This design comes from an exercise in tuning for small area, a short achievable clock period and few clock cycles on the open sky130 flow, not from production work.
In this exercise RTL edits were held to simulation tests only and were not proved equivalent to the original.
Power and IR drop assume default switching activity.

<file path="flow/flow/run.sh">
#!/bin/bash
set -euo pipefail
bash standard.sh SETUP_SLACK_MARGIN=7.5 finish > standard.log 2>&1
</file>
<file path="flow/standard.sh">
#!/bin/bash
# synth_recipe.tcl (not shown) runs the flow's synth.tcl, then flattens the netlist and writes it again
# the make line also repeats each setting of config.mk as NAME=value (left out here)
make -C /OpenROAD-flow-scripts/flow DESIGN_CONFIG=/design/flow/config.mk WORK_HOME=/design/flow/orfs CLKGATE_MAP_FILE= SYNTH_SCRIPT=/design/flow/synth_recipe.tcl "${@:-finish}"
</file>
<file path="flow/config.mk">
export PLATFORM = sky130hd
export DESIGN_NAME = rasterizer
export DESIGN_NICKNAME = rasterizer
export VERILOG_FILES = /design/flow/design.v
export SDC_FILE = /design/flow/constraint.sdc
export NUM_CORES = 4
export LEC_CHECK = 0
export CAP_MARGIN = 20
export CORE_MARGIN = 2
export CORE_UTILIZATION = 40
export SLEW_MARGIN = 20
</file>
<file path="flow/constraint.sdc">
create_clock -name core_clock -period 12.0 [get_ports {CLK}]
set_input_delay 2.4000 -clock core_clock [delete_from_list [all_inputs] [get_ports {CLK}]]
set_output_delay 2.4000 -clock core_clock [all_outputs]
set_load 0.01 [all_outputs]
</file>
<file path="flow/design.v">
module edge_step(
    input wire signed [24:0] e,
    input wire signed [15:0] a,
    input wire signed [17:0] a3,
    output wire [24:0] s1,
    output wire [24:0] s2,
    output wire [24:0] s3,
    output wire [24:0] s4,
    output wire n1,
    output wire n2,
    output wire n3
);
    wire [17:0] k1 = {{2{a[15]}}, a};
    wire [17:0] k2 = {a[15], a, 1'b0};
    wire [17:0] k3 = a3;
    wire [17:0] k4 = {a, 2'b00};
    wire [8:0] h0 = e[24:16];
    wire [8:0] hm = h0 - 9'd1;
    wire [8:0] hp = h0 + 9'd1;
    wire n0 = e[24];
    wire nm = e[24] | (h0 == 9'd0);         
    wire np = e[24] & (h0 != 9'h1ff);       
    wire [16:0] l1 = {1'b0, e[15:0]} + {1'b0, k1[15:0]};
    wire [16:0] l2 = {1'b0, e[15:0]} + {1'b0, k2[15:0]};
    wire [16:0] l3 = {1'b0, e[15:0]} + {1'b0, k3[15:0]};
    wire [16:0] l4 = {1'b0, e[15:0]} + {1'b0, k4[15:0]};
    assign s1 = {k1[17] ? (l1[16] ? h0 : hm) : (l1[16] ? hp : h0), l1[15:0]};
    assign s2 = {k2[17] ? (l2[16] ? h0 : hm) : (l2[16] ? hp : h0), l2[15:0]};
    assign s3 = {k3[17] ? (l3[16] ? h0 : hm) : (l3[16] ? hp : h0), l3[15:0]};
    assign s4 = {k4[17] ? (l4[16] ? h0 : hm) : (l4[16] ? hp : h0), l4[15:0]};
    assign n1 = k1[17] ? (l1[16] ? n0 : nm) : (l1[16] ? np : n0);
    assign n2 = k2[17] ? (l2[16] ? n0 : nm) : (l2[16] ? np : n0);
    assign n3 = k3[17] ? (l3[16] ? n0 : nm) : (l3[16] ? np : n0);
endmodule
module rasterizer(
        input wire CLK,
        input wire RST,
        input wire START,
        output wire READY,
        input wire [15:0] V0X,
        input wire [15:0] V0Y,
        input wire [15:0] C0,
        input wire [15:0] V1X,
        input wire [15:0] V1Y,
        input wire [15:0] C1,
        input wire [15:0] V2X,
        input wire [15:0] V2Y,
        input wire [15:0] C2,
        output reg [15:0] COLOR,
        output reg [9:0] PX,
        output reg [7:0] PY,
        output reg VALID,
        output reg DONE
);
    reg full, full_d, full_d2, taken;
    reg [15:0] v0x, v0y, v1x, v1y, v2x, v2y, c0, c1, c2;
    assign READY = !full;
    function [31:0] maxmin3(input [15:0] a, input [15:0] b, input [15:0] c);
        reg gab, gac, gbc;
        begin
            gab = a > b; gac = a > c; gbc = b > c;
            maxmin3[31:16] = gab ? (gac ? a : c) : (gbc ? b : c);
            maxmin3[15:0]  = gab ? (gbc ? c : b) : (gac ? c : a);
        end
    endfunction
    function [3:0] msb9(input [8:0] v);
        msb9 = v[8] ? 4'd8 : v[7] ? 4'd7 : v[6] ? 4'd6 : v[5] ? 4'd5 :
               v[4] ? 4'd4 : v[3] ? 4'd3 : v[2] ? 4'd2 : v[1] ? 4'd1 : 4'd0;
    endfunction
    wire [15:0] xmax_u, xmin_u, ymax_u, ymin_u;
    assign {xmax_u, xmin_u} = maxmin3(v0x, v1x, v2x);
    assign {ymax_u, ymin_u} = maxmin3(v0y, v1y, v2y);
    reg [9:0] bx_xmax, bx_xmin, bx_ymax, bx_ymin;
    wire [8:0] bx_w = bx_xmax[8:0] - bx_xmin[8:0];
    wire [7:0] bx_h = bx_ymax[7:0] - bx_ymin[7:0];
    reg [9:0] bb_xmin;
    reg [7:0] bb_ymin;
    reg [8:0] bb_w;
    reg [7:0] bb_h;
    reg [4:0] bb_d;
    always @(posedge CLK) begin
        bx_xmax <= xmax_u[15:6] + xmax_u[5];
        bx_xmin <= xmin_u[15:6] + xmin_u[5];
        bx_ymax <= ymax_u[15:6] + ymax_u[5];
        bx_ymin <= ymin_u[15:6] + ymin_u[5];
        bb_xmin <= bx_xmin;
        bb_ymin <= bx_ymin[7:0];
        bb_w <= bx_w;
        bb_h <= bx_h;
        bb_d <= msb9(bx_w + 9'd1) + msb9({1'b0, bx_h} + 9'd1);
    end
    wire signed [15:0] cA1 = v0y - v1y, cA2 = v1y - v2y, cA3 = v2y - v0y;
    wire signed [15:0] cB1 = v1x - v0x, cB2 = v2x - v1x, cB3 = v0x - v2x;
    localparam U_IDLE = 2'd0, U_MUL = 2'd1, U_WAIT = 2'd2, U_RDY = 2'd3;
    reg [1:0] ustate;
    reg [5:0] msel;         
    reg empty;              
    wire go = full && !taken && ustate == U_IDLE;
    wire [15:0] vsel = ({16{msel[0]}} & v0x) | ({16{msel[1]}} & v0y) | ({16{msel[2]}} & v1x)
                     | ({16{msel[3]}} & v1y) | ({16{msel[4]}} & v2x) | ({16{msel[5]}} & v2y);
    wire [15:0] cp = ({16{msel[0]}} & v0y) | ({16{msel[1]}} & v1x) | ({16{msel[2]}} & v1y)
                   | ({16{msel[3]}} & v2x) | ({16{msel[4]}} & v2y) | ({16{msel[5]}} & v0x);
    wire [15:0] cq = ({16{msel[0]}} & v1y) | ({16{msel[1]}} & v0x) | ({16{msel[2]}} & v2y)
                   | ({16{msel[3]}} & v1x) | ({16{msel[4]}} & v0y) | ({16{msel[5]}} & v2x);
    wire [15:0] corner = (msel[1] | msel[3] | msel[5]) ? {bx_ymin[7:0], 6'd32} : {bx_xmin, 6'd32};
    wire signed [15:0] opa = corner - vsel;
    wire signed [15:0] coef = cp - cq;
    reg signed [15:0] ma, mb;
    reg signed [19:0] q0, q1, q2, q3;
    reg op_v, m1_v, m2_v;
    reg [2:0] op_n, m1_n, m2_n;
    wire signed [4:0] mb0 = {1'b0, mb[3:0]};
    wire signed [4:0] mb1 = {1'b0, mb[7:4]};
    wire signed [4:0] mb2 = {1'b0, mb[11:8]};
    wire signed [3:0] mb3 = mb[15:12];
    always @(posedge CLK) begin
        q0 <= ma * mb0;
        q1 <= ma * mb1;
        q2 <= ma * mb2;
        q3 <= ma * mb3;
    end
    wire [6:0] low6 = q0[5:0] + {q1[1:0], 4'd0};
    wire signed [24:0] t0 = q0 >>> 6;
    wire signed [24:0] t1 = q1 >>> 2;
    wire signed [24:0] t2 = q2 <<< 2;
    wire signed [24:0] t3 = q3 <<< 6;
    wire signed [24:0] t4 = {24'd0, low6[6]};
    reg signed [24:0] pt;                 
    always @(posedge CLK) pt <= t0 + t1 + t2 + t3 + t4;
    reg signed [24:0] se1, se2, se3;      
    reg signed [24:0] acc_in;
    always @(*) begin
        case (m2_n)
            3'd1: acc_in = se1;
            3'd3: acc_in = se2;
            3'd5: acc_in = se3;
            default: acc_in = 25'sd0;
        endcase
    end
    wire signed [24:0] acc_sum = acc_in + pt;
    localparam W_IDLE = 2'd0, W_WALK = 2'd1, W_EMPTY = 2'd2;
    reg [1:0] wstate;
    reg [1:0] rel;                        
    reg signed [15:0] A1, A2, A3, B1, B2, B3;
    reg signed [17:0] A1x3, A2x3, A3x3;
    reg [9:0] xmin_i;
    reg [8:0] wbox;
    reg [4:0] dsh;
    reg signed [24:0] e1, e2, e3;         
    reg signed [24:0] r1, r2, r3;         
    reg [8:0] rem;                        
    reg [7:0] rows;                       
    reg seen;                             
    reg [9:0] cx;                         
    reg [7:0] cy;                         
    reg [15:0] k0, k1, k2;                
    reg [15:0] sk0, sk1, sk2;             
    wire walking = wstate == W_WALK;
    wire take = wstate == W_IDLE && ustate == U_RDY;
    wire signed [24:0] rs1 = r1 + B1;
    wire signed [24:0] rs2 = r2 + B2;
    wire signed [24:0] rs3 = r3 + B3;
    wire signed [24:0] e1a, e1b, e1c, e1d, e2a, e2b, e2c, e2d, e3a, e3b, e3c, e3d;
    wire n1a, n1b, n1c, n2a, n2b, n2c, n3a, n3b, n3c;
    edge_step es1(.e(e1), .a(A1), .a3(A1x3), .s1(e1a), .s2(e1b), .s3(e1c), .s4(e1d), .n1(n1a), .n2(n1b), .n3(n1c));
    edge_step es2(.e(e2), .a(A2), .a3(A2x3), .s1(e2a), .s2(e2b), .s3(e2c), .s4(e2d), .n1(n2a), .n2(n2b), .n3(n2c));
    edge_step es3(.e(e3), .a(A3), .a3(A3x3), .s1(e3a), .s2(e3b), .s3(e3c), .s4(e3d), .n1(n3a), .n2(n3b), .n3(n3c));
    wire in0 = (rem > 9'd0) && !e1[24] && !e2[24] && !e3[24];
    wire in1 = (rem > 9'd1) && !n1a && !n2a && !n3a;
    wire in2 = (rem > 9'd2) && !n1b && !n2b && !n3b;
    wire in3 = (rem > 9'd3) && !n1c && !n2c && !n3c;
    wire p0 = in0;
    wire p1 = !in0 & in1;
    wire p2 = !in0 & !in1 & in2;
    wire p3 = !in0 & !in1 & !in2 & in3;
    wire pn = !in0 & !in1 & !in2 & !in3;
    wire v4 = rem > 9'd4;
    wire past = (n1c & (A1[15] | (A1 == 16'sd0))) | (n2c & (A2[15] | (A2 == 16'sd0)))
              | (n3c & (A3[15] | (A3 == 16'sd0)));
    wire leave_row = seen ? !(in0 & in1)
                          : (p0 & !in1) | (p1 & !in2) | (p2 & !in3) | (p3 & !v4) | (pn & (!v4 | past));
    wire last_row = rows == 8'd1;
    wire emit = walking & (seen ? in0 : !pn);
    wire st1 = walking & !leave_row & p0;
    wire st2 = walking & !leave_row & !seen & p1;
    wire st3 = walking & !leave_row & !seen & p2;
    wire st4 = walking & !leave_row & !seen & (p3 | pn);
    wire strow = walking & leave_row;
    wire [24:0] e1n = ({25{strow}} & rs1) | ({25{st1}} & e1a) | ({25{st2}} & e1b)
                    | ({25{st3}} & e1c) | ({25{st4}} & e1d) | ({25{take}} & se1);
    wire [24:0] e2n = ({25{strow}} & rs2) | ({25{st1}} & e2a) | ({25{st2}} & e2b)
                    | ({25{st3}} & e2c) | ({25{st4}} & e2d) | ({25{take}} & se2);
    wire [24:0] e3n = ({25{strow}} & rs3) | ({25{st1}} & e3a) | ({25{st2}} & e3b)
                    | ({25{st3}} & e3c) | ({25{st4}} & e3d) | ({25{take}} & se3);
    wire [9:0] cx1 = cx + 10'd1, cx2 = cx + 10'd2, cx3 = cx + 10'd3, cx4 = cx + 10'd4;
    wire [8:0] rm1 = rem - 9'd1, rm2 = rem - 9'd2, rm3 = rem - 9'd3, rm4 = rem - 9'd4;
    reg pa_v, pa_done;                    
    reg [9:0] pa_x;
    reg [7:0] pa_y;
    reg [15:0] pa_e1, pa_e2, pa_e3;
    reg pb_v, pb_done;                    
    reg [9:0] pb_x;
    reg [7:0] pb_y;
    reg [7:0] w0, w1, w2;
    reg pc_v, pc_done;                    
    reg [9:0] pc_x;
    reg [7:0] pc_y;
    reg [12:0] rp0, rp1, rp2, gp0, gp1, gp2, lp0, lp1, lp2;
    reg pc_al;
    always @(posedge CLK) begin
        if (!full) begin
            v0x <= V0X; v0y <= V0Y; v1x <= V1X; v1y <= V1Y; v2x <= V2X; v2y <= V2Y;
            c0 <= C0; c1 <= C1; c2 <= C2;
        end
        full_d <= full;
        full_d2 <= full_d & full;
        pa_v <= 1'b0;
        pa_done <= 1'b0;
        ma <= opa;
        mb <= coef;
        m1_v <= op_v; m1_n <= op_n;
        m2_v <= m1_v; m2_n <= m1_n;
        op_v <= 1'b0;
        case (ustate)
            U_IDLE: if (go) begin
                msel <= 6'd1;
                taken <= 1'b1;
                ustate <= U_MUL;
            end
            U_MUL: begin
                if (msel[1]) begin
                    empty <= bb_h == 8'd0;
                    if (bb_h == 8'd0) ustate <= U_RDY;
                end
                op_v <= 1'b1;
                op_n <= msel[0] ? 3'd0 : msel[1] ? 3'd1 : msel[2] ? 3'd2 :
                        msel[3] ? 3'd3 : msel[4] ? 3'd4 : 3'd5;
                msel <= {msel[4:0], 1'b0};
                if (msel[5]) ustate <= U_WAIT;
                if (msel[1] && bb_h == 8'd0) ustate <= U_RDY;
            end
            U_WAIT: if (m2_v && m2_n == 3'd5) ustate <= U_RDY;
            default: if (take) ustate <= U_IDLE;    
        endcase
        if (m2_v) begin
            case (m2_n[2:1])
                2'd0: se1 <= acc_sum;
                2'd1: se2 <= acc_sum;
                default: se3 <= acc_sum;
            endcase
        end
        if (take) begin
            A1 <= cA1; A2 <= cA2; A3 <= cA3;
            B1 <= cB1; B2 <= cB2; B3 <= cB3;
            A1x3 <= cA1 + (cA1 <<< 1); A2x3 <= cA2 + (cA2 <<< 1); A3x3 <= cA3 + (cA3 <<< 1);
            xmin_i <= bb_xmin;
            wbox <= bb_w;
            rows <= bb_h;
            dsh <= bb_d;
            rem <= bb_w;
            seen <= 1'b0;
            cx <= bb_xmin;
            cy <= bb_ymin;
            rel <= 2'd1;
            sk0 <= c0; sk1 <= c1; sk2 <= c2;
            wstate <= empty ? W_EMPTY : W_WALK;
        end
        if (rel == 2'd1) rel <= 2'd2;
        if (rel == 2'd2) begin
            k0 <= sk0; k1 <= sk1; k2 <= sk2;
            rel <= 2'd0;
        end
        if (wstate == W_EMPTY) begin
            pa_done <= 1'b1;
            wstate <= W_IDLE;
        end
        if (walking) begin
            pa_v <= emit;
            pa_x <= ({10{p0}} & cx) | ({10{p1}} & cx1) | ({10{p2}} & cx2) | ({10{p3}} & cx3);
            pa_y <= cy;
            pa_e1 <= ({16{p0}} & e1[21:6]) | ({16{p1}} & e1a[21:6]) | ({16{p2}} & e1b[21:6]) | ({16{p3}} & e1c[21:6]);
            pa_e2 <= ({16{p0}} & e2[21:6]) | ({16{p1}} & e2a[21:6]) | ({16{p2}} & e2b[21:6]) | ({16{p3}} & e2c[21:6]);
            pa_e3 <= ({16{p0}} & e3[21:6]) | ({16{p1}} & e3a[21:6]) | ({16{p2}} & e3b[21:6]) | ({16{p3}} & e3c[21:6]);
            if (leave_row) begin
                if (last_row) begin
                    pa_done <= 1'b1;
                    wstate <= W_IDLE;
                end
                rows <= rows - 8'd1;
                cx <= xmin_i;
                cy <= cy + 8'd1;
                rem <= wbox + 9'd1;
                seen <= 1'b0;
            end else begin
                if (!pn) seen <= 1'b1;
                cx <= ({10{st1}} & cx1) | ({10{st2}} & cx2) | ({10{st3}} & cx3) | ({10{st4}} & cx4);
                rem <= ({9{st1}} & rm1) | ({9{st2}} & rm2) | ({9{st3}} & rm3) | ({9{st4}} & rm4);
            end
        end
        if (walking | take) begin
            e1 <= e1n; e2 <= e2n; e3 <= e3n;
        end
        if (strow | take) begin
            r1 <= take ? se1 : rs1;
            r2 <= take ? se2 : rs2;
            r3 <= take ? se3 : rs3;
        end
        if (take) begin
            full <= 1'b0;
            taken <= 1'b0;
        end else if (!full && START) full <= 1'b1;
        if (RST) begin
            full <= 1'b0;
            full_d <= 1'b0;
            full_d2 <= 1'b0;
            taken <= 1'b0;
            ustate <= U_IDLE;
            wstate <= W_IDLE;
            rel <= 2'd0;
            op_v <= 1'b0;
            m1_v <= 1'b0;
            m2_v <= 1'b0;
            pa_v <= 1'b0;
            pa_done <= 1'b0;
        end
    end
    function [7:0] wsh(input [15:0] a, input [4:0] d);
        reg [21:0] t;
        begin
            t = {a, 6'd0} >> d;
            wsh = t[7:0];
        end
    endfunction
    wire [4:0] R0 = k0[15:11], G0 = k0[10:6], L0 = k0[5:1];
    wire [4:0] R1 = k1[15:11], G1 = k1[10:6], L1 = k1[5:1];
    wire [4:0] R2 = k2[15:11], G2 = k2[10:6], L2 = k2[5:1];
    wire [9:0] aacc = (k0[0] ? w0 : 8'd0) + (k1[0] ? w1 : 8'd0) + (k2[0] ? w2 : 8'd0);
    wire [14:0] racc = rp0 + rp1 + rp2;
    wire [14:0] gacc = gp0 + gp1 + gp2;
    wire [14:0] lacc = lp0 + lp1 + lp2;
    wire [4:0] rout = (racc[14:11] != 4'd0) ? 5'd31 : racc[10:6];
    wire [4:0] gout = (gacc[14:11] != 4'd0) ? 5'd31 : gacc[10:6];
    wire [4:0] lout = (lacc[14:11] != 4'd0) ? 5'd31 : lacc[10:6];
    always @(posedge CLK) begin
        pb_v <= pa_v;
        pb_done <= pa_done;
        pb_x <= pa_x;
        pb_y <= pa_y;
        w0 <= wsh(pa_e1, dsh);
        w1 <= wsh(pa_e2, dsh);
        w2 <= wsh(pa_e3, dsh);
        pc_v <= pb_v;
        pc_done <= pb_done;
        pc_x <= pb_x;
        pc_y <= pb_y;
        rp0 <= R0 * w0; rp1 <= R1 * w1; rp2 <= R2 * w2;
        gp0 <= G0 * w0; gp1 <= G1 * w1; gp2 <= G2 * w2;
        lp0 <= L0 * w0; lp1 <= L1 * w1; lp2 <= L2 * w2;
        pc_al <= aacc >= 10'd32;
        VALID <= pc_v;
        DONE <= pc_done;
        PX <= pc_x;
        PY <= pc_y;
        COLOR <= {rout, gout, lout, pc_al};
        if (RST) begin
            pb_v <= 1'b0;
            pb_done <= 1'b0;
            pc_v <= 1'b0;
            pc_done <= 1'b0;
            VALID <= 1'b0;
            DONE <= 1'b0;
        end
    end
endmodule
</file>
==> results of run 1 <==
-- cell families (layout without fill, tap and decap cells) --
group | count (synthesis) | after routing | synth area share [%]
buffers and inverters | 1143 | 1555 | 4.86
muxes | 186 | 187 | 2.17
AOI/OAI and AO/OA | 2214 | 2215 | 16.6
DFF | 1186 | 1186 | 34.6
adders and majority gates | 1313 | 1313 | 21.7
xor gates and xnor gates | 687 | 687 | 6.71
other | 0 | 4 | 0
and+or+nand+nor | 2524 | 2525 | 13.4
-- placed cells by master (no fill, tap or decap), types with 72 or more instances in the layout --
cell type,count
a21o_1,165
a21oi_1,453
a221oi_1,73
a22oi_1,211
and2_1,403
buf_4,228
clkbuf_16,154
clkdlybuf4s50_1,183
dfxtp_1,436
edfxtp_1,725
fa_1,392
ha_1,893
inv_1,818
mux2i_1,146
nand2_1,877
nand2b_1,76
nand3_1,141
nor2_1,504
nor2b_1,72
nor3_1,143
o211ai_1,83
o21ai_0,369
o21bai_1,113
xnor2_1,476
xor2_1,183
-- power by group through the flow --
stage / combinational [uW] / clock [uW] / sequential, uW
floorplan: 8720 / 0 / 5550
global placement: 11700 / 0 / 5970
detailed placement: 12000 / 0 / 5980
CTS: 12600 / 4770 / 5900
global route: 14800 / 4920 / 5950
finish: 13300 / 4680 / 5900
-- state kept, by name, summed over array words and instances, names as in the netlist, 19 cells and up --
register	cells
r3	25
se1	25
q3	19
se3	25
r1	25
q1	20
r2	25
e1	25
e3	25
se2	25
pt	25
q2	20
e2	25
-- final timing paths --
path / to / from / cells past startpoint / slack [ps]
worst max-delay path: A2x3[14] / v1y[1] / 18 / 7510
worst min-delay path: pc_x[5] / pb_x[5] / 0 / 330
worst max register to register: A2x3[14] / v1y[1] / 18 / 7510
worst min register to register: pc_x[5] / pb_x[5] / 0 / 330
-- what timing repair did --
action / CTS / global route
resized for setup: 236 / 191
hold buffers: 0 / 0
setup buffers: 91 / 83
pin swaps: 40 / 75
cloned: 9 / 4
endpoints found under the setup margin: 336 / 289
-- per-stage QoR --
step / std cells / total power [uW] / utilization (%) / cell area [um2]
after CTS: 12556 / 23300 / 45.8 / 102000
after global routing: 12643 / 25700 / 46.5 / 103000
after floorplan: 9253 / 14300 / - / 89900
final: 12647 / 23900 / 46.5 / 103000
after global placement: 12194 / 17700 / 42.7 / 95000
after detailed placement: 12194 / 17900 / 42.7 / 95000
-- metal layers --
metal  part of all wire, %  track usage (%)
met2                    45             42.1
met3                   7.7             4.73
met4                   4.8             11.2
met1                    42             34.0
met5                 0.023                0
-- layout make-up --
class                           count  area [um2]
Inverter                          826        3120
Tap cell                         2975        3720
Clock buffer                      188        4060
Multi-Input combinational cell   6927       56000
Antenna cell                        4        10.0
Timing Repair Buffer              467        4590
Fill cell                       20777      119000
Sequential cell                  1186       31100
Clock inverter                     74         966
==> out/metrics.cfg, run 1 <==
[logic_synthesis]
yosysTopAreaCell=edfxtp_1
syn_inst=9253
synth_top_cell_area_share_pct=24.3
synthFlopType=edfxtp_1
ys_types=99
synth-seq-cells=1186
async_flop_share_pct=0
synth_common_cells=904 x ha_1, 885 x nand2_1, 825 x inv_1
synth_nets=10707
synth_area_mm2=0.0897
seq_area_frac_synth_pct=34.6
synth_area_per_cell_um2=9.69
ys_warn_count=1
synth_most_common_cell=ha_1
synth_edf_count=725
synthTopCellsByArea=edfxtp_1 24%, ha_1 13%, dfxtp_1 10%

[timing]
period_minus_slack_ps=4490
relSlewSlack_pct=30.5
drv_slew=0
setup_viol=0
rsz0062_at_grt=yes
setup_tns_ps=0
hold_slack_ps=325
period_share_pct=37.4
max_slew.worst_pin.slew_ps=1040
hold_violations=0
finalClockSkew_ps=45.7
setup_ws_ps=7510
timing.fmax_mhz=223

[run_status]
status=no timing/DRC/antenna violations

[floorplan]
fp-row-count=173
core_area_mm2=0.223
io_pins=184
die_y_um=478
initial_core_util_pct=40.3
die_w_um=478
dieArea_mm2=0.228

[setup_path]
cp_data_arrival_time_ps=5020
critical_path_class=flop to flop
critPathRequiredTime_ps=12530
critical_path.max_stage_delay_ps=510
crit_path_start_kind=flop
path_cells=buf_4 > ha_1 > nor2b_1 > o21ai_1 > a21boi_1 > o21ai_1 > nand2b_1 > a21o_1 > a31o_2 > o21ai_2 > o21bai_1 > a211oi_2 > nor3_4 > ha_1 > inv_1 > and3_1 > a2111oi_1 > o311ai_1
cp-end-kind=flop
path_buf_inv=2
critical-path-top-delay-family=compound AO/OA/AOI/OAI gates
cp_max_fo=4
slowest_stage=edfxtp_1

[detailed_routing]
routedWlPerCell_um=24.1
drt_iter0_drc=6740
routed_wl_um=305000
ant_nets=0
drc=0
vias_per_cell=5.78
first_pass_iters=10
vias=73101

[power_and_ir_drop]
power_leakage_uw=0.0439
p_clk_share_pct=19.6
max-vdd-ir-drop_mv=0.403
p_int_uw=13700
comb_power_share_pct=55.7
power_frac_seq_pct=24.7
powerDensity_mw_per_mm2=231
swShare_pct=42.8
switching_power_uw=10200

[clocking]
tritoncts=yes
cts_root_buf=clkbuf_16
clk_latency_ps=820
clock_path_buffers=3
cts.sink_count=1186
htree_levels=4
numCtsBuffers=141
cts.clk_slew.worst_paths_ps=70

[placed_design]
routabilityCongestion=0.951
io_buffers=183
pre_cts_ws_ps=5690
dp_hpwl_um=228000

[global_route]
antenna_found_initial=17
grt_pass1_wl_um=452000
grt_max_degree=163
grt_pass1_vias=71681
gr-usage-all-layers_pct=26.0
grt_overflow=0

[final_layout]
syn2layout_area_growth_pct=15.4
fin_nets=11003
drive_above_1_share_pct=8.99

[hold_path]
hold_path.class=flop to flop

[run]
maxCapViolCount=0

Testbench counts, summed over its fixed seeds: cycles 22,647.
==> inputs of run 2 (changes only) <==
--- a/flow/design.v
+++ b/flow/design.v
@@ -98,13 +98,10 @@
     wire go = full && !taken && ustate == U_IDLE;
     wire [15:0] vsel = ({16{msel[0]}} & v0x) | ({16{msel[1]}} & v0y) | ({16{msel[2]}} & v1x)
                      | ({16{msel[3]}} & v1y) | ({16{msel[4]}} & v2x) | ({16{msel[5]}} & v2y);
-    wire [15:0] cp = ({16{msel[0]}} & v0y) | ({16{msel[1]}} & v1x) | ({16{msel[2]}} & v1y)
-                   | ({16{msel[3]}} & v2x) | ({16{msel[4]}} & v2y) | ({16{msel[5]}} & v0x);
-    wire [15:0] cq = ({16{msel[0]}} & v1y) | ({16{msel[1]}} & v0x) | ({16{msel[2]}} & v2y)
-                   | ({16{msel[3]}} & v1x) | ({16{msel[4]}} & v0y) | ({16{msel[5]}} & v2x);
     wire [15:0] corner = (msel[1] | msel[3] | msel[5]) ? {bx_ymin[7:0], 6'd32} : {bx_xmin, 6'd32};
     wire signed [15:0] opa = corner - vsel;
-    wire signed [15:0] coef = cp - cq;
+    wire signed [15:0] coef = ({16{msel[0]}} & cA1) | ({16{msel[1]}} & cB1) | ({16{msel[2]}} & cA2)
+                            | ({16{msel[3]}} & cB2) | ({16{msel[4]}} & cA3) | ({16{msel[5]}} & cB3);
     reg signed [15:0] ma, mb;
     reg signed [19:0] q0, q1, q2, q3;
     reg op_v, m1_v, m2_v;
==> out/metrics.cfg, run 2 <==
[hold_path]
hold_end=pc_x[2]
hold_path_depth=0  ; unchanged
hold_path.class=flop to flop
hp-start=pb_x[2]

[logic_synthesis]
synth_most_common_cell=ha_1
async_flop_share_pct=0  ; unchanged
seq_area_frac_synth_pct=35.2  ; +0.63 points
syn_inst=9037  ; -2.3%
ys_types=103  ; +4.0%
synth_area_per_cell_um2=9.75  ; +0.56%
yosysTopAreaCell=edfxtp_1
ys_warn_count=1  ; unchanged
synth_nets=10475  ; -2.2%
synthTopCellsByArea=edfxtp_1 25%, ha_1 13%, dfxtp_1 10%
synth_common_cells=889 x ha_1, 852 x nand2_1, 799 x inv_1
synth_area_mm2=0.0881  ; -1.8%
synth-seq-cells=1186  ; unchanged
synth_edf_count=725  ; unchanged
synth_top_cell_area_share_pct=24.7  ; +0.44 points
synthFlopType=edfxtp_1

[clocking]
htree_levels=4  ; unchanged
clk_latency_ps=830  ; about the same
cts_root_buf=clkbuf_16
clock_path_buffers=3  ; unchanged
cts.clk_slew.worst_paths_ps=60  ; about the same
tritoncts=yes
ctsHoldBuffers=0  ; unchanged
numCtsBuffers=143  ; +1.4%
cts.sink_count=1186  ; unchanged

[timing]
setup_tns_ps=0  ; unchanged
max_slew.worst_pin.slew_ps=1150  ; +105 ps
setup_viol=0  ; unchanged
timing.fmax_mhz=217  ; -2.8%
drv_slew=0  ; unchanged
relSlewSlack_pct=23.0  ; -7.5 points
finalClockSkew_ps=47.3  ; +1.61 ps
hold_slack_ps=324  ; -1.01 ps
hold_violations=0  ; unchanged
period_minus_slack_ps=4620  ; +130 ps
rsz0062_at_grt=yes
period_share_pct=38.5  ; +1.1 points

[global_route]
grt_max_degree=127  ; -22%
grt_pass1_vias=70730  ; -1.3%
grt_pass1_wl_um=452000  ; +0.11%
gr-usage-all-layers_pct=26.9  ; +0.85 points
antenna_found_initial=16  ; -1
grt_overflow=0  ; unchanged

[detailed_routing]
drc=0  ; unchanged
ant_nets=0  ; unchanged
routed_wl_um=315000  ; +3.2%
drt_iter0_drc=7442  ; +10%
vias_per_cell=5.79  ; +0.21%
routedWlPerCell_um=25.3  ; +4.9%
vias=72081  ; -1.4%
first_pass_iters=10  ; unchanged

[final_layout]
fin_area_mm2=0.103  ; -0.13%
fin_nets=10885  ; -1.1%
final_core_util_pct=47.1  ; +0.62 points
fillCellCount=20290  ; -2.3%
final_common_cell=ha_1
syn2layout_area_growth_pct=17.3
drive_above_1_share_pct=10.8  ; +1.8 points
regArea_mm2=0.0311  ; about the same
multiInputGateArea_mm2=0.0548  ; -2.1%
final_cell_mix=865 x ha_1, 840 x nand2_1, 789 x inv_1

[setup_path]
cp_common_cell=buf_6
cp_max_fo=6  ; +2
slowest_stage=edfxtp_1
cp_data_arrival_time_ps=5190  ; +170 ps
critical_path_class=flop to flop
crit_start=e2[0]
cp-end-kind=flop
r2r_start=e2[0]
crit_path_start_kind=flop
reg2reg_setup_slack_ps=7380  ; -130 ps
critPathRequiredTime_ps=12580  ; +50 ps
r2r_end=r2[1]
worst_r2r_path_depth=17  ; -1
critical_path.max_stage_delay_ps=490  ; -20 ps
path_cells=ha_4 > fa_2 > a211oi_2 > o21ai_2 > a2111oi_4 > nor3_2 > or3_4 > a21o_4 > nand4_4 > buf_6 > buf_6 > a21oi_4 > o31a_4 > nor2_4 > bufinv_16 > buf_4 > clkbuf_16

[floorplan]
die_w_um=473  ; -0.89%
core_area_mm2=0.219  ; -1.4%
initial_core_util_pct=40.2  ; -0.14 points
dieArea_mm2=0.224  ; -1.8%
die_y_um=473  ; -0.89%
io_pins=184  ; unchanged
fp-row-count=172  ; -0.58%

[run_status]
status=no timing/DRC/antenna violations

[run]
maxCapViolCount=0  ; unchanged

[power_and_ir_drop]
max-vdd-ir-drop_mv=0.495  ; +23%
swShare_pct=43.0  ; +0.24 points
p_clk_share_pct=17.5  ; -2.1 points
switching_power_uw=11300  ; +11%
power_leakage_uw=0.0439  ; about the same
p_total_uw=26300  ; +10%
power_frac_seq_pct=22.6  ; -2.1 points
comb_power_share_pct=59.9  ; +4.2 points
p_int_uw=15000  ; +9.6%
powerDensity_mw_per_mm2=254  ; +10%

[placed_design]
routabilityCongestion=1.01  ; +5.7%
dpl_cell_area_mm2=0.0932  ; -1.9%
io_buffers=183  ; unchanged
dp_hpwl_um=226000  ; -0.64%

-- run 2: changes by cell type in the layout (fill, tap and decap cells not counted), moves of 27 or more --
cell,before,now
nor2_1,504,449
a22oi_1,211,120
xnor2_1,476,442
a221oi_1,73,41
a21oi_1,453,499
o21ai_0,369,439
buf_4,228,292
xor2_1,183,210
inv_1,818,789
ha_1,893,865
nand2_1,877,840
-- run 2: repair_timing --
item / 4_1_cts / 5_1_grt
buffers inserted: 96 / 152
endpoints found under the hold margin: 0 / 0
cloned: 16 / 22
resized for setup: 233 / 284
pin swaps: 51 / 157
endpoints found under the setup margin: 337 / 277
-- run 2: cell type report --
class	count	share of cell area, %
Sequential cell	1186	30.1
Timing Repair Buffer	569	5.70
Timing Repair inverter	4	0.0375
Tap cell	2871	3.48
Antenna cell	5	0.0121
Inverter	802	2.95
Clock buffer	182	3.84
Clock inverter	84	0.931
Multi-Input combinational cell	6741	53.0
-- run 2: how the worst max path moves through the flow --
stage	to	slack, ps	depth (start not counted)
floorplan	q3[17]	7500	22
global placement	cx[6]	5770	16
detailed placement	e3[19]	5690	16
CTS	q3[18]	7380	18
global route	q0[19]	7220	20
finish	r2[1]	7380	17
-- run 2: stage by stage --
stage               setup slack, ps  instances
detailed placement             5690      11886
floorplan                      7500       9037
global route                   7220      12439
finish                         7380      12444
CTS                            7380      12264
global placement               5770      11886
-- run 2: worst max-delay path, delay by kind of cell (launching register included) --
kind / cells / cell delay, ps
compound gates: 6 / 1570
simple gates: 4 / 850
buf+inv: 5 / 750
fa+ha+maj: 2 / 650
flops: 1 / 490
-- run 2: cell families (layout without fill, tap and decap cells) --
family,after synthesis,after routing,synth area share (%)
multiplexers,177,177,2.09
AND/OR/NAND/NOR,2420,2425,13.2
XOR/XNOR,690,690,6.86
buffers and inverters,1115,1641,4.87
other,0,5,0
adder cells (fa/ha/maj),1291,1291,21.8
AO/OA/AOI/OAI,2158,2158,16.0
flip-flops,1186,1186,35.2
-- run 2: power groups by stage --
stage	combinational [uW]	sequential [uW]	clock, uW
3_5_place_dp	13900	6010	0
5_1_grt	17600	5980	4820
4_1_cts	14600	5940	4680
3_3_place_gp	13600	6020	0
6_report	15700	5940	4600
2_1_floorplan	10600	5620	0
-- run 2: metal layers --
metal / vias to the layer above / wire length, um / global-route usage, %
met5: - / 27 / 0
met4: 4 / 21800 / 14.7
li1: 32837 / - / -
met3: 854 / 27100 / 4.92
met2: 3229 / 139000 / 42.6
met1: 35157 / 127000 / 34.6
Testbench counts of run 2, summed over its fixed seeds: cycles 22,647.
==> inputs of run 3 (changes only) <==
--- a/flow/design.v
+++ b/flow/design.v
@@ -153,7 +153,9 @@
     reg [15:0] k0, k1, k2;                
     reg [15:0] sk0, sk1, sk2;             
     wire walking = wstate == W_WALK;
-    wire take = wstate == W_IDLE && ustate == U_RDY;
+    wire last_acc = ustate == U_WAIT && m2_v && m2_n == 3'd5;
+    wire take = wstate == W_IDLE && (ustate == U_RDY || last_acc);
+    wire signed [24:0] se3_now = last_acc ? acc_sum : se3;
     wire signed [24:0] rs1 = r1 + B1;
     wire signed [24:0] rs2 = r2 + B2;
     wire signed [24:0] rs3 = r3 + B3;
@@ -188,7 +190,7 @@
     wire [24:0] e2n = ({25{strow}} & rs2) | ({25{st1}} & e2a) | ({25{st2}} & e2b)
                     | ({25{st3}} & e2c) | ({25{st4}} & e2d) | ({25{take}} & se2);
     wire [24:0] e3n = ({25{strow}} & rs3) | ({25{st1}} & e3a) | ({25{st2}} & e3b)
-                    | ({25{st3}} & e3c) | ({25{st4}} & e3d) | ({25{take}} & se3);
+                    | ({25{st3}} & e3c) | ({25{st4}} & e3d) | ({25{take}} & se3_now);
     wire [9:0] cx1 = cx + 10'd1, cx2 = cx + 10'd2, cx3 = cx + 10'd3, cx4 = cx + 10'd4;
     wire [8:0] rm1 = rem - 9'd1, rm2 = rem - 9'd2, rm3 = rem - 9'd3, rm4 = rem - 9'd4;
     reg pa_v, pa_done;                    
@@ -236,7 +238,7 @@
                 if (msel[5]) ustate <= U_WAIT;
                 if (msel[1] && bb_h == 8'd0) ustate <= U_RDY;
             end
-            U_WAIT: if (m2_v && m2_n == 3'd5) ustate <= U_RDY;
+            U_WAIT: if (m2_v && m2_n == 3'd5) ustate <= take ? U_IDLE : U_RDY;
             default: if (take) ustate <= U_IDLE;    
         endcase
         if (m2_v) begin
@@ -300,7 +302,7 @@
         if (strow | take) begin
             r1 <= take ? se1 : rs1;
             r2 <= take ? se2 : rs2;
-            r3 <= take ? se3 : rs3;
+            r3 <= take ? se3_now : rs3;
         end
         if (take) begin
             full <= 1'b0;
--- a/flow/config.mk
+++ b/flow/config.mk
@@ -9,3 +9,4 @@
 export CORE_MARGIN = 2
 export CORE_UTILIZATION = 40
 export SLEW_MARGIN = 20
+export TNS_END_PERCENT = 10
==> out/metrics.cfg, run 3 <==
[logic_synthesis]
async_flop_share_pct=0  ; unchanged
synth_edf_count=725  ; unchanged
ys_types=104  ; +0.97%
seq_area_frac_synth_pct=34.6  ; -0.62 points
synth_area_per_cell_um2=9.73  ; -0.18%
synth_common_cells=889 x ha_1, 869 x nand2_1, 802 x inv_1
synthTopCellsByArea=edfxtp_1 24%, ha_1 12%, dfxtp_1 10%
synth_top_cell_area_share_pct=24.3  ; -0.43 points
synth_nets=10652  ; +1.7%
synthFlopType=edfxtp_1
syn_inst=9214  ; +2.0%
yosysTopAreaCell=edfxtp_1
synth_most_common_cell=ha_1
synth-seq-cells=1186  ; unchanged
synth_area_mm2=0.0897  ; +1.8%
ys_warn_count=1  ; unchanged

[floorplan]
core_area_mm2=0.223  ; +1.5%
initial_core_util_pct=40.3  ; +0.12 points
die_w_um=477  ; +0.88%
io_pins=184  ; unchanged
dieArea_mm2=0.228  ; +1.8%
die_y_um=477  ; +0.88%
fp-row-count=173  ; +0.58%

[setup_path]
path_cells=ha_4 > fa_2 > a211oi_2 > o21ai_2 > o211ai_2 > o211ai_1 > o41ai_4 > buf_6 > mux2_4 > nand4_1 > buf_6 > buf_8 > or2_2 > buf_12 > buf_4 > o32ai_1 > a211oi_1 > o211ai_1
reg2reg_setup_slack_ps=7360  ; -30 ps
critical-path-top-delay-family=compound AO/OA/AOI/OAI gates
cp_max_fo=8  ; +2
slowest_stage=edfxtp_1
crit_path_end=e3[15]
crit_path_start_kind=flop
path_depth=18  ; +1
crit_start=e3[0]
worst_r2r_path_depth=18  ; +1
critical_path.max_stage_delay_ps=460  ; -30 ps
critical_path_class=flop to flop
cp_data_arrival_time_ps=5190  ; about the same
r2r_end=e3[15]
r2r_start=e3[0]
cp-end-kind=flop
critPathRequiredTime_ps=12550  ; -30 ps
path_buf_inv=5  ; unchanged

[clocking]
tritoncts=yes
numCtsBuffers=146  ; +2.1%
cts_root_buf=clkbuf_16
clk_latency_ps=830  ; about the same
clock_path_buffers=3  ; unchanged
cts.sink_count=1186  ; unchanged
htree_levels=4  ; unchanged
cts.clk_slew.worst_paths_ps=60  ; about the same

[final_layout]
final_cell_mix=873 x ha_1, 859 x nand2_1, 792 x inv_1
final_common_cell=ha_1
syn2layout_area_growth_pct=16.3
fillCellCount=20967  ; +3.3%
fin_nets=11018  ; +1.2%
drive_above_1_share_pct=10.2  ; -0.67 points

[run_status]
status=no timing/DRC/antenna violations

[detailed_routing]
routed_wl_um=316000  ; +0.45%
vias_per_cell=5.80  ; +0.21%
drt_iter0_drc=7271  ; -2.3%
drc=0  ; unchanged
first_pass_iters=8  ; -2
vias=73634  ; +2.2%
routedWlPerCell_um=24.9  ; -1.5%
ant_nets=0  ; unchanged

[timing]
max_slew.worst_pin.slew_ps=1180  ; +33.6 ps
finalClockSkew_ps=48.9  ; +1.56 ps
setup_viol=0  ; unchanged
timing.fmax_mhz=215  ; -0.59%
period_minus_slack_ps=4640  ; +27.3 ps
setup_tns_ps=0  ; unchanged
rsz0062_at_grt=yes
period_share_pct=38.7  ; +0.23 points
drv_slew=0  ; unchanged
hold_violations=0  ; unchanged
relSlewSlack_pct=21.3  ; -1.7 points

[global_route]
grt_max_degree=108  ; -15%
gr-usage-all-layers_pct=26.6  ; -0.26 points
antenna_found_initial=21  ; +5
grt_pass1_vias=72181  ; +2.1%
grt_pass1_wl_um=458000  ; +1.3%
grt_overflow=0  ; unchanged

[placed_design]
dp_hpwl_um=229000  ; +1.4%
io_buffers=183  ; unchanged
routabilityCongestion=0.967  ; -3.8%

[run]
maxCapViolCount=0  ; unchanged

[hold_path]
hold_path.class=flop to flop
hold_path_depth=0  ; unchanged

[power_and_ir_drop]
max-vdd-ir-drop_mv=0.452  ; -8.7%
powerDensity_mw_per_mm2=313  ; +23%
power_leakage_uw=0.0444  ; +1.2%
p_total_uw=32600  ; +24%

## run 3: cell count changes in the layout (fill, tap and decap cells not counted), sizes merged, moves of 27 or more
cell   before  now
o21ai     494  385
nor2      463  512
a21oi     540  508
a211o      20   47
buf       367  340
o22a       11   38
## run 3: layer usage
metal	vias to the layer above	track usage, %	routed length (um)
li1	33583	-	-
met2	3251	42.3	140000
met1	36009	34.4	129000
met3	789	5.12	27800
met4	2	13.4	20100
met5	-	0	11
## run 3: worst reg2reg max path, stage by stage, from the launching register on
cell	delay, ps
edfxtp_1	460
ha_4	230
fa_2	410
a211oi_2	270
o21ai_2	130
o211ai_2	190
o211ai_1	260
o41ai_4	400
buf_6	170
mux2_4	310
nand4_1	150
buf_6	160
buf_8	120
or2_2	210
buf_12	170
buf_4	240
o32ai_1	130
a211oi_1	260
o211ai_1	120
## run 3: how the worst min path moves through the flow
stage	startpoint	to
after global routing	pb_x[4]	pc_x[4]
after global placement	pb_x[4]	pc_x[4]
final	pc_y[4]	PY[4]
after CTS	pc_y[4]	PY[4]
after detailed placement	pb_x[4]	pc_x[4]
after floorplan	pc_al	COLOR[0]
## run 3: cell families (layout without fill, tap and decap cells)
logic type                 after synthesis  count (layout)  share of synthesized area (%)
xor gates and xnor gates               686             686                           6.70
muxes                                  191             191                           2.24
DFF                                   1186            1186                           34.6
buffers and inverters                 1133            1615                           4.84
and+or+nand+nor                       2546            2553                           13.7
other                                    0               7                              0
AOI/OAI and AO/OA                     2181            2182                           16.6
adders and majority gates             1291            1291                           21.4
## run 3: report_power, final
part           switching (uW)  internal, uW
combinational           12000          9380
clock                    1910          2800
sequential                873          5710
total                   14700         17900
## run 3: final cells by class
cell class,count,area [um2],share of cell area (%)
multi-input combinational,6903,56100,53.7
sequential,1186,31100,29.8
timing repair buffer,538,5330,5.11
clock buffer,185,4090,3.92
tap,2975,3720,3.57
inverter,805,3050,2.93
clock inverter,87,987,0.946
antenna,7,17.5,0.0168
## run 3: metrics by stage
stage          hold WS, ps  worst slack (ps)  cell area [um2]  cells  util [%]
6_report               307              7360           104000  12686      46.9
5_1_grt                323              7270           104000  12680      46.9
4_1_cts                309              7370           102000  12537      45.8
3_5_place_dp           312              5220            95000  12165      42.7
3_3_place_gp           313              5250            95000  12165      42.7
2_1_floorplan          310              6620            89700   9214         -
## run 3: repair_timing
item,4_1_cts,5_1_grt
buffers inserted,87,130
pin swaps,45,89
gates resized for setup,222,257
hold buffers,0,0
setup endpoints to repair,416,341
cloned,13,11
Testbench counts of run 3, summed over its fixed seeds: cycles 22,438.
==> inputs of run 4 (changes only) <==
--- a/flow/design.v
+++ b/flow/design.v
@@ -185,12 +185,16 @@
     wire st3 = walking & !leave_row & !seen & p2;
     wire st4 = walking & !leave_row & !seen & (p3 | pn);
     wire strow = walking & leave_row;
+    wire ehold = !walking & !take;
     wire [24:0] e1n = ({25{strow}} & rs1) | ({25{st1}} & e1a) | ({25{st2}} & e1b)
-                    | ({25{st3}} & e1c) | ({25{st4}} & e1d) | ({25{take}} & se1);
+                    | ({25{st3}} & e1c) | ({25{st4}} & e1d) | ({25{take}} & se1)
+                    | ({25{ehold}} & e1);
     wire [24:0] e2n = ({25{strow}} & rs2) | ({25{st1}} & e2a) | ({25{st2}} & e2b)
-                    | ({25{st3}} & e2c) | ({25{st4}} & e2d) | ({25{take}} & se2);
+                    | ({25{st3}} & e2c) | ({25{st4}} & e2d) | ({25{take}} & se2)
+                    | ({25{ehold}} & e2);
     wire [24:0] e3n = ({25{strow}} & rs3) | ({25{st1}} & e3a) | ({25{st2}} & e3b)
-                    | ({25{st3}} & e3c) | ({25{st4}} & e3d) | ({25{take}} & se3_now);
+                    | ({25{st3}} & e3c) | ({25{st4}} & e3d) | ({25{take}} & se3_now)
+                    | ({25{ehold}} & e3);
     wire [9:0] cx1 = cx + 10'd1, cx2 = cx + 10'd2, cx3 = cx + 10'd3, cx4 = cx + 10'd4;
     wire [8:0] rm1 = rem - 9'd1, rm2 = rem - 9'd2, rm3 = rem - 9'd3, rm4 = rem - 9'd4;
     reg pa_v, pa_done;                    
@@ -273,13 +277,15 @@
             pa_done <= 1'b1;
             wstate <= W_IDLE;
         end
-        if (walking) begin
-            pa_v <= emit;
+        pa_v <= emit;
+        begin
             pa_x <= ({10{p0}} & cx) | ({10{p1}} & cx1) | ({10{p2}} & cx2) | ({10{p3}} & cx3);
             pa_y <= cy;
             pa_e1 <= ({16{p0}} & e1[21:6]) | ({16{p1}} & e1a[21:6]) | ({16{p2}} & e1b[21:6]) | ({16{p3}} & e1c[21:6]);
             pa_e2 <= ({16{p0}} & e2[21:6]) | ({16{p1}} & e2a[21:6]) | ({16{p2}} & e2b[21:6]) | ({16{p3}} & e2c[21:6]);
             pa_e3 <= ({16{p0}} & e3[21:6]) | ({16{p1}} & e3a[21:6]) | ({16{p2}} & e3b[21:6]) | ({16{p3}} & e3c[21:6]);
+        end
+        if (walking) begin
             if (leave_row) begin
                 if (last_row) begin
                     pa_done <= 1'b1;
@@ -296,9 +302,7 @@
                 rem <= ({9{st1}} & rm1) | ({9{st2}} & rm2) | ({9{st3}} & rm3) | ({9{st4}} & rm4);
             end
         end
-        if (walking | take) begin
-            e1 <= e1n; e2 <= e2n; e3 <= e3n;
-        end
+        e1 <= e1n; e2 <= e2n; e3 <= e3n;
         if (strow | take) begin
             r1 <= take ? se1 : rs1;
             r2 <= take ? se2 : rs2;
--- a/flow/config.mk
+++ b/flow/config.mk
@@ -8,5 +8,6 @@
 export CAP_MARGIN = 20
 export CORE_MARGIN = 2
 export CORE_UTILIZATION = 40
+export GPL_TIMING_DRIVEN = 0
 export SLEW_MARGIN = 20
 export TNS_END_PERCENT = 10
==> out/metrics.cfg, run 4 <==
[power_and_ir_drop]
swShare_pct=48.6  ; +3.4 points
p_int_uw=18700  ; +4.7%
switching_power_uw=17700  ; +20%
comb_power_share_pct=67.9  ; +2.5 points
power_frac_seq_pct=19.2  ; -1.0 points
powerDensity_mw_per_mm2=355  ; +14%
power_leakage_uw=0.0441  ; -0.67%
p_clk_share_pct=12.9  ; -1.5 points
max-vdd-ir-drop_mv=0.393  ; -13%

[setup_path]
slowest_stage=clkbuf_1
critPathRequiredTime_ps=12630  ; +80 ps
path_buf_inv=3  ; -2
path_cells=clkbuf_1 > clkbuf_1 > buf_1 > a221oi_1 > ha_1 > a21o_1 > a21o_1 > a21oi_1 > o21ai_0 > nor2b_1 > or3_1 > a21oi_1 > xnor2_2
path_depth=13  ; -5
worst_r2r_path_depth=13  ; -5
r2r_start=msel[2]
critical_path.max_stage_delay_ps=740  ; +280 ps
cp_max_fo=10  ; +2
cp-end-kind=flop
critical-path-top-delay-family=buffers and inverters
cp_data_arrival_time_ps=5570  ; +380 ps
crit_path_start_kind=flop
crit_start=msel[2]
reg2reg_setup_slack_ps=7050  ; -310 ps
critical_path_class=flop to flop

[timing]
period_share_pct=41.2  ; +2.6 points
timing.fmax_mhz=202  ; -6.2%
setup_viol=0  ; unchanged
setup_ws_ps=7050  ; -306 ps
drv_slew=0  ; unchanged
period_minus_slack_ps=4950  ; +306 ps
finalClockSkew_ps=46.7  ; -2.22 ps
setup_tns_ps=0  ; unchanged
hold_violations=0  ; unchanged
relSlewSlack_pct=14.1  ; -7.2 points
rsz0062_at_grt=yes
max_slew.worst_pin.slew_ps=1280  ; +98.2 ps

[placed_design]
io_buffers=182  ; -0.55%
routabilityCongestion=1.05  ; +8.7%
pre_cts_ws_ps=5380  ; +155 ps
dp.cells=12181  ; +0.13%
dp_hpwl_um=278000  ; +21%

[global_route]
grt_pass1_vias=71473  ; -0.98%
gr-usage-all-layers_pct=30.9  ; +4.3 points
antenna_found_initial=22  ; +4.8%
grt_overflow=0  ; unchanged
grt_pass1_wl_um=498000  ; +8.7%
grt_max_degree=60  ; -44%

[floorplan]
dieArea_mm2=0.222  ; -2.7%
io_pins=184  ; unchanged
initial_core_util_pct=40.2  ; -0.11 points
die_w_um=471  ; -1.4%
die_y_um=471  ; -1.4%
fp-row-count=171  ; -1.2%
core_area_mm2=0.217  ; -2.5%

[clocking]
htree_levels=4  ; unchanged
cts.sink_count=1186  ; unchanged
numCtsBuffers=145  ; -0.68%
clk_latency_ps=830  ; about the same
ctsHoldBuffers=0  ; unchanged
clock_path_buffers=3  ; unchanged
cts_root_buf=clkbuf_16
cts.clk_slew.worst_paths_ps=60  ; about the same
tritoncts=yes

[final_layout]
fin_nets=11094  ; +0.69%
stdcell_count=12664  ; -0.17%
fillCellCount=20304  ; -3.2%
final_common_cell=nand2_1
syn2layout_area_growth_pct=17.7
final_cell_mix=911 x nand2_1, 867 x ha_1, 789 x inv_1
regArea_mm2=0.0296  ; -4.6%
multiInputGateArea_mm2=0.0551  ; -1.7%
drive_above_1_share_pct=9.89  ; -0.26 points

[hold_path]
hold_path_depth=0  ; unchanged
hold_path.class=flop to flop
hp-start=pc_al

[logic_synthesis]
synth_nets=10561  ; -0.85%
syn_inst=9123  ; -0.99%
synthFlopType=dfxtp_1
synth_most_common_cell=nand2_1
synthTopCellsByArea=edfxtp_1 20%, dfxtp_1 14%, ha_1 13%
seq_area_frac_synth_pct=33.9  ; -0.63 points
ys_warn_count=1  ; unchanged
synth_common_cells=920 x nand2_1, 889 x ha_1, 794 x inv_1
synth_top_cell_area_share_pct=20.1  ; -4.2 points
synth_area_mm2=0.0872  ; -2.8%
ys_types=98  ; -5.8%
synth_edf_count=584  ; -19%
async_flop_share_pct=0  ; unchanged
synth-seq-cells=1186  ; unchanged
synth_area_per_cell_um2=9.56  ; -1.8%
yosysTopAreaCell=edfxtp_1

[detailed_routing]
drt_iter0_drc=7991  ; +9.9%
drc=0  ; unchanged
first_pass_iters=10  ; +2
routed_wl_um=354000  ; +12%
vias=74051  ; +0.57%
ant_nets=0  ; unchanged
routedWlPerCell_um=28.0  ; +12%
vias_per_cell=5.85  ; +0.74%

[run_status]
status=no timing/DRC/antenna violations

[run]
maxCapViolCount=0  ; unchanged

-- run 4: stage by stage --
stage | hold slack, ps | utilization, % | instance area, um2 | power, uW
floorplan | 310 | - | 87200 | 22300
global placement | 313 | 42.7 | 92600 | 29100
detailed placement | 312 | 43.0 | 93200 | 29500
CTS | 323 | 46.1 | 100000 | 35200
global route | 328 | 47.3 | 103000 | 39300
finish | 325 | 47.3 | 103000 | 36500
-- run 4: power groups by stage --
stage          Clock [uW]  Combinational, uW  Sequential [uW]
2_1_floorplan           0              15900             6420
3_5_place_dp            0              22400             7030
3_3_place_gp            0              22000             7030
6_report             4700              24800             7000
4_1_cts              4770              23500             6940
5_1_grt              4910              27300             7070
-- run 4: cell type report --
class                   instances  area share [%]
plain buffers                 325            2.11
inverters                     798            2.95
multi-input cells            6815            53.7
repair inverters                1         0.00488
well taps                    2854            3.48
repair buffers                384            3.88
flip-flops and latches       1186            28.9
clock buffers                 189            3.92
diodes                         31          0.0756
clock inverters                81           0.996
-- run 4: kinds of logic (layout without fill, tap and decap cells) --
| logic type | after synthesis | in the layout | share of synthesized area, % |
|---|---|---|---|
| other | 0 | 31 | 0 |
| buffers and inverters | 1123 | 1778 | 4.90 |
| AND/OR/NAND/NOR | 2465 | 2466 | 13.5 |
| flip-flops | 1186 | 1186 | 33.9 |
| adder cells (fa/ha/maj) | 1297 | 1297 | 22.1 |
| AO/OA/AOI/OAI | 2193 | 2193 | 16.6 |
| XOR/XNOR | 674 | 674 | 6.77 |
| multiplexers | 185 | 185 | 2.21 |
-- run 4: worst paths after layout --
kind,end
max reg2reg,ma[14]
max,ma[14]
min reg2reg,COLOR[0]
min,COLOR[0]
-- run 4: layer usage --
layer / GRT usage [%] / routed length [um] / vias up
li1: - / - / 33396
met1: 38.5 / 140000 / 36241
met2: 48.9 / 157000 / 3540
met3: 5.54 / 28700 / 870
met4: 20.7 / 29200 / 4
met5: 0 / 21 / -
-- run 4: what timing repair did --
action / 4_1_cts / 5_1_grt
buffers inserted: 70 / 97
resized for setup: 328 / 475
gates cloned: 7 / 6
setup endpoints to repair: 686 / 382
pin swaps: 51 / 99
Testbench counts of run 4, summed over its fixed seeds: cycles 22,438.
==> inputs of run 5 (changes only) <==
--- a/flow/config.mk
+++ b/flow/config.mk
@@ -8,6 +8,5 @@
 export CAP_MARGIN = 20
 export CORE_MARGIN = 2
 export CORE_UTILIZATION = 40
-export GPL_TIMING_DRIVEN = 0
 export SLEW_MARGIN = 20
 export TNS_END_PERCENT = 10
==> out/metrics.cfg, run 5 <==
[run_status]
status=no timing/DRC/antenna violations

[timing]
setup_tns_ps=0  ; unchanged
finalClockSkew_ps=56.9  ; +10.3 ps
timing.fmax_mhz=212  ; +4.8%
hold_violations=0  ; unchanged
rsz0062_at_grt=yes
period_share_pct=39.3  ; -1.9 points
drv_slew=0  ; unchanged
setup_viol=0  ; unchanged
period_minus_slack_ps=4720  ; -227 ps
max_slew.worst_pin.slew_ps=1140  ; -138 ps
relSlewSlack_pct=23.9  ; +9.8 points

[detailed_routing]
drc=0  ; unchanged
routed_wl_um=295000  ; -17%
vias=71575  ; -3.3%
vias_per_cell=5.77  ; -1.3%
ant_nets=0  ; unchanged
drt_iter0_drc=6897  ; -14%
routedWlPerCell_um=23.8  ; -15%
first_pass_iters=9  ; -1

[clocking]
numCtsBuffers=144  ; -0.69%
cts_root_buf=clkbuf_16
cts.clk_slew.worst_paths_ps=70  ; about the same
cts.sink_count=1186  ; unchanged
ctsHoldBuffers=0  ; unchanged
clock_path_buffers=3  ; unchanged
tritoncts=yes
clk_latency_ps=840  ; about the same
htree_levels=4  ; unchanged

[setup_path]
r2r_start=A3[0]
cp_data_arrival_time_ps=5420  ; -150 ps
cp-end-kind=flop
slowest_stage=fa_1
reg2reg_setup_slack_ps=7280  ; +230 ps
critPathRequiredTime_ps=12700  ; +70 ps
path_cells=ha_1 > fa_1 > a211oi_2 > o211ai_1 > a211oi_2 > buf_4 > nor3_1 > a2111o_1 > or2_4 > buf_6 > nand4_1 > buf_4 > nand3_2 > a222oi_1 > nand2_1
crit_path_start_kind=flop
critical_path.max_stage_delay_ps=450  ; -290 ps
r2r_end=e2[0]
cp_max_fo=22  ; +12
worst_r2r_path_depth=15  ; +2
critical_path_class=flop to flop

[logic_synthesis]
synth_edf_count=584  ; unchanged
syn_inst=9123  ; unchanged
synth_common_cells=920 x nand2_1, 889 x ha_1, 794 x inv_1
ys_types=98  ; unchanged
synth_area_per_cell_um2=9.56  ; unchanged
async_flop_share_pct=0  ; unchanged
synth_nets=10561  ; unchanged
synth-seq-cells=1186  ; unchanged
synth_area_mm2=0.0872  ; unchanged
synthTopCellsByArea=edfxtp_1 20%, dfxtp_1 14%, ha_1 13%
yosysTopAreaCell=edfxtp_1
seq_area_frac_synth_pct=33.9  ; unchanged
synth_top_cell_area_share_pct=20.1  ; unchanged
synthFlopType=dfxtp_1
ys_warn_count=1  ; unchanged
synth_most_common_cell=nand2_1

[placed_design]
dp_hpwl_um=220000  ; -21%
routabilityCongestion=0.980  ; -6.8%
io_buffers=183  ; +0.55%

[floorplan]
die_y_um=471  ; unchanged
dieArea_mm2=0.222  ; unchanged
initial_core_util_pct=40.2  ; unchanged
core_area_mm2=0.217  ; unchanged
fp-row-count=171  ; unchanged
die_w_um=471  ; unchanged
io_pins=184  ; unchanged

[final_layout]
final_core_util_pct=46.4  ; -0.92 points
final_common_cell=nand2_1
fillCellCount=20376  ; +0.35%
drive_above_1_share_pct=8.78  ; -1.1 points
fin_nets=10865  ; -2.1%
syn2layout_area_growth_pct=15.4
final_cell_mix=915 x nand2_1, 876 x ha_1, 791 x inv_1

[hold_path]
hold_end=PX[5]
hold_path_depth=0  ; unchanged
hp-start=pc_x[5]
hold_path.class=flop to flop

[power_and_ir_drop]
powerDensity_mw_per_mm2=346  ; -2.8%
max-vdd-ir-drop_mv=0.352  ; -10%
power_leakage_uw=0.0433  ; -1.8%

[global_route]
antenna_found_initial=7  ; -68%
gr-usage-all-layers_pct=25.8  ; -5.1 points
grt_overflow=0  ; unchanged
grt_max_degree=83  ; +38%
grt_pass1_wl_um=437000  ; -12%
grt_pass1_vias=70857  ; -0.86%

[run]
maxCapViolCount=0  ; unchanged

## run 5: kinds of logic (layout without fill, tap and decap cells)
kind of cell | count (synthesis) | count (layout) | share of synthesized area [%]
flip-flops | 1186 | 1186 | 33.9
AND/OR/NAND/NOR | 2465 | 2466 | 13.5
other | 0 | 1 | 0
XOR/XNOR | 674 | 674 | 6.77
multiplexers | 185 | 185 | 2.21
AO/OA/AOI/OAI | 2193 | 2193 | 16.6
buffers and inverters | 1123 | 1550 | 4.90
adder cells (fa/ha/maj) | 1297 | 1297 | 22.1
## run 5: area by class of cell
type	instances	area [um2]	share of cell area [%]
antenna	1	2.50	0.00249
clock buffer	194	4090	4.06
clock inverter	76	956	0.950
inverter	798	3030	3.01
multi-input combinational	6815	54700	54.3
sequential	1186	29600	29.5
tap	2854	3570	3.55
timing repair buffer	481	4640	4.61
timing repair inverter	1	8.76	0.00871
## run 5: where the power goes
| group | internal, uW | leakage, uW | switching, uW |
|---|---|---|---|
| Sequential | 5860 | 0.0105 | 1180 |
| Combinational | 9840 | 0.0304 | 13300 |
| Clock | 2660 | 0.00245 | 1960 |
| Total | 18400 | 0.0433 | 16400 |
## run 5: worst max-delay path by stage
stage / startpoint / endpoint / slack (ps) / depth (start not counted)
global placement: A1[0] / r2[0] / 5560 / 16
global route: w2[1] / lp2[12] / 7210 / 15
finish: A3[0] / e2[0] / 7280 / 15
detailed placement: A1[0] / r2[2] / 5470 / 16
floorplan: A1[0] / r1[0] / 6450 / 16
CTS: mb[6] / q1[18] / 7240 / 19
## run 5: routing by layer
layer	vias up	part of all wire, %	track usage, %
met4	4	6.4	13.8
li1	32893	-	-
met2	2913	45	41.2
met5	-	0.0088	0
met1	35069	41	33.2
met3	696	8.0	4.46
## run 5: metrics by stage
step | worst slack, ps | power, uW | hold slack [ps] | area, um2 | instances
after global placement | 5560 | 27900 | 311 | 92300 | 11954
final | 7280 | 34800 | 323 | 101000 | 12406
after floorplan | 6450 | 22300 | 310 | 87200 | 9123
after CTS | 7240 | 33500 | 324 | 98500 | 12270
after detailed placement | 5470 | 28300 | 312 | 92300 | 11956
after global routing | 7210 | 37700 | 327 | 101000 | 12405
## run 5: timing repair
item                                    in CTS  in global routing
resized for setup                          152                241
pin swaps                                   29                 70
setup buffers                               37                128
endpoints found under the setup margin     406                378
gates cloned                                 7                  7
## run 5: critical path, delay by kind of cell (launching register included)
family / cells / cell delay (ps)
compound gates: 5 / 1730
buf+inv: 3 / 770
flops: 1 / 390
simple gates: 5 / 930
fa+ha+maj: 2 / 740
==> inputs of run 6 (changes only) <==
--- a/flow/config.mk
+++ b/flow/config.mk
@@ -9,4 +9,4 @@
 export CORE_MARGIN = 2
 export CORE_UTILIZATION = 40
 export SLEW_MARGIN = 20
-export TNS_END_PERCENT = 10
+export TNS_END_PERCENT = 0
==> out/metrics.cfg, run 6 <==
[placed_design]
routabilityCongestion=0.980  ; unchanged
pre_cts_ws_ps=5690  ; +224 ps
dp_hpwl_um=219000  ; -0.42%
io_buffers=183  ; unchanged
dpl_cell_area_mm2=0.0922  ; about the same

[timing]
rsz0062_at_grt=yes
drv_slew=0  ; unchanged
setup_ws_ps=7260  ; -14.7 ps
max_slew.worst_pin.slew_ps=1110  ; -26.0 ps
timing.fmax_mhz=211  ; -0.31%
period_share_pct=39.5  ; +0.12 points
setup_tns_ps=0  ; unchanged
period_minus_slack_ps=4740  ; +14.7 ps
finalClockSkew_ps=35.5  ; -21.4 ps
relSlewSlack_pct=25.7  ; +1.7 points
setup_viol=0  ; unchanged
hold_violations=0  ; unchanged

[global_route]
antenna_found_initial=11  ; +4
grt_pass1_vias=70167  ; -0.97%
gr-usage-all-layers_pct=25.5  ; -0.29 points
grt_pass1_wl_um=433000  ; -0.95%
grt_overflow=0  ; unchanged
grt_max_degree=103  ; +24%

[clocking]
clk_latency_ps=820  ; -20 ps
tritoncts=yes
cts.clk_slew.worst_paths_ps=60  ; about the same
ctsHoldBuffers=0  ; unchanged
numCtsBuffers=143  ; -0.69%
htree_levels=4  ; unchanged
cts.sink_count=1186  ; unchanged
clock_path_buffers=3  ; unchanged
cts_root_buf=clkbuf_16

[detailed_routing]
wl_met3_um=22300  ; -5.7%
ant_nets=0  ; unchanged
drt_iter0_drc=6910  ; +0.19%
first_pass_iters=10  ; +1
wl_met1_um=119000  ; -1.9%
routed_wl_um=290000  ; -1.9%
wl_met2_um=129000  ; -1.5%
drc=0  ; unchanged
vias=70983  ; -0.83%
topRoutingLayerUsed=met5
routedWlPerCell_um=23.6  ; -0.93%
vias_per_cell=5.78  ; +0.14%

[run_status]
status=no timing/DRC/antenna violations

[logic_synthesis]
synth_area_mm2=0.0872  ; unchanged
synth_top_cell_area_share_pct=20.1  ; unchanged
synth_nets=10561  ; unchanged
synth_most_common_cell=nand2_1
synthTopCellsByArea=edfxtp_1 20%, dfxtp_1 14%, ha_1 13%
seq_area_frac_synth_pct=33.9  ; unchanged
ys_warn_count=1  ; unchanged
synthFlopType=dfxtp_1
synth_edf_count=584  ; unchanged
syn_inst=9123  ; unchanged
synth_common_cells=920 x nand2_1, 889 x ha_1, 794 x inv_1
async_flop_share_pct=0  ; unchanged
ys_types=98  ; unchanged
synth_area_per_cell_um2=9.56  ; unchanged
synth-seq-cells=1186  ; unchanged
yosysTopAreaCell=edfxtp_1

[setup_path]
critical_path_class=flop to flop
cp-end-kind=flop
crit_path_start_kind=flop
cp_data_arrival_time_ps=5400  ; -20 ps
cp_max_fo=31  ; +41%
critPathRequiredTime_ps=12670  ; -30 ps

[floorplan]
core_area_mm2=0.217  ; unchanged
die_w_um=471  ; unchanged
dieArea_mm2=0.222  ; unchanged
die_y_um=471  ; unchanged
io_pins=184  ; unchanged
fp-row-count=171  ; unchanged
initial_core_util_pct=40.2  ; unchanged

[hold_path]
hold_path.class=flop to flop

[final_layout]
syn2layout_area_growth_pct=13.5
final_common_cell=nand2_1
fin_nets=10749  ; -1.1%
fillCellCount=20501  ; +0.61%
fin_area_mm2=0.0989  ; -1.7%
drive_above_1_share_pct=7.04  ; -1.7 points
final_core_util_pct=45.6  ; -0.78 points
final_cell_mix=917 x nand2_1, 883 x ha_1, 792 x inv_1

[power_and_ir_drop]
comb_power_share_pct=65.9  ; -0.6 points
p_clk_share_pct=13.2  ; about the same
p_int_uw=18000  ; -2.0%
p_total_uw=34200  ; -1.6%
power_frac_seq_pct=20.9  ; +0.7 points
max-vdd-ir-drop_mv=0.382  ; +8.4%
swShare_pct=47.4  ; +0.20 points
switching_power_uw=16200  ; -1.2%
powerDensity_mw_per_mm2=346  ; about the same
power_leakage_uw=0.0425  ; -1.9%

[run]
maxCapViolCount=0  ; unchanged

==> run 6: cell counts after synthesis <==
Identical to the previous run, type by type.
==> run 6: worst max-delay path: stages (launching register included) <==
cell       delay, ps
edfxtp_1         500
or4_1            690
nor2_1           890
a2111oi_2        200
buf_4            320
or3_1            540
or4_4            570
buf_12           220
nor2_1           190
a2111oi_2         70
o22a_1           230
a21oi_1          150
==> run 6: cell families (layout without fill, tap and decap cells) <==
logic type               after synthesis  in the layout  synth area share, %
AND/OR/NAND/NOR                     2465           2466                 13.5
AO/OA/AOI/OAI                       2193           2194                 16.6
adder cells (fa/ha/maj)             1297           1297                 22.1
flip-flops                          1186           1186                 33.9
buffers and inverters               1123           1426                 4.90
XOR/XNOR                             674            674                 6.77
multiplexers                         185            185                 2.21
other                                  0              4                    0
==> run 6: metal layers <==
metal  GRT usage [%]  vias up
met5               0        -
met3            4.50      719
met2            40.6     2999
met1            32.7    34628
li1                -    32633
met4            14.2        4
==> run 6: worst paths after layout <==
kind	from	endpoint	slack, ps	depth (start not counted)
max	rem[6]	rem[2]	7260	11
min	pb_x[9]	pc_x[9]	320	0
max reg2reg	rem[6]	rem[2]	7260	11
min reg2reg	pb_x[9]	pc_x[9]	320	0
==> run 6: layout make-up <==
type	count	area [um2]	share of cell area, %
Multi-Input combinational cell	6816	54300	54.9
Sequential cell	1186	29700	30.0
Clock buffer	192	4040	4.08
Tap cell	2854	3570	3.61
Timing Repair Buffer	365	3520	3.56
Inverter	798	3020	3.05
Clock inverter	70	813	0.822
Antenna cell	4	10.0	0.0101
Timing Repair inverter	1	5.00	0.00506
==> run 6: power by group through the flow <==
stage / Sequential, uW / Combinational (uW) / Clock [uW]
3_3_place_gp: 7160 / 20800 / 0
3_5_place_dp: 7180 / 21300 / 0
2_1_floorplan: 6420 / 15900 / 0
6_report: 7130 / 22500 / 4530
4_1_cts: 7110 / 21900 / 4600
5_1_grt: 7230 / 25200 / 4760
==> run 6: through the flow <==
step	cells	hold slack, ps
after floorplan	9123	310
after global placement	11942	310
after detailed placement	11942	312
after CTS	12245	326
after global routing	12282	326
final	12286	324
==> run 6: repair_timing <==
| item | in CTS | in global routing |
|---|---|---|
| endpoints found under the setup margin | 407 | 405 |
| pin swaps | 23 | 32 |
| buffers inserted | 35 | 35 |
| resized for setup | 149 | 119 |
| cloned | 6 | 2 |

Check on run 6: ideal ports give 7.264 ns setup slack; a clkbuf_16 on the clock port and buf_2 on the inputs give 7.264 ns; moving port delays by the midpoint clock arrival (0.899 ns) as well gives 7.264 ns.
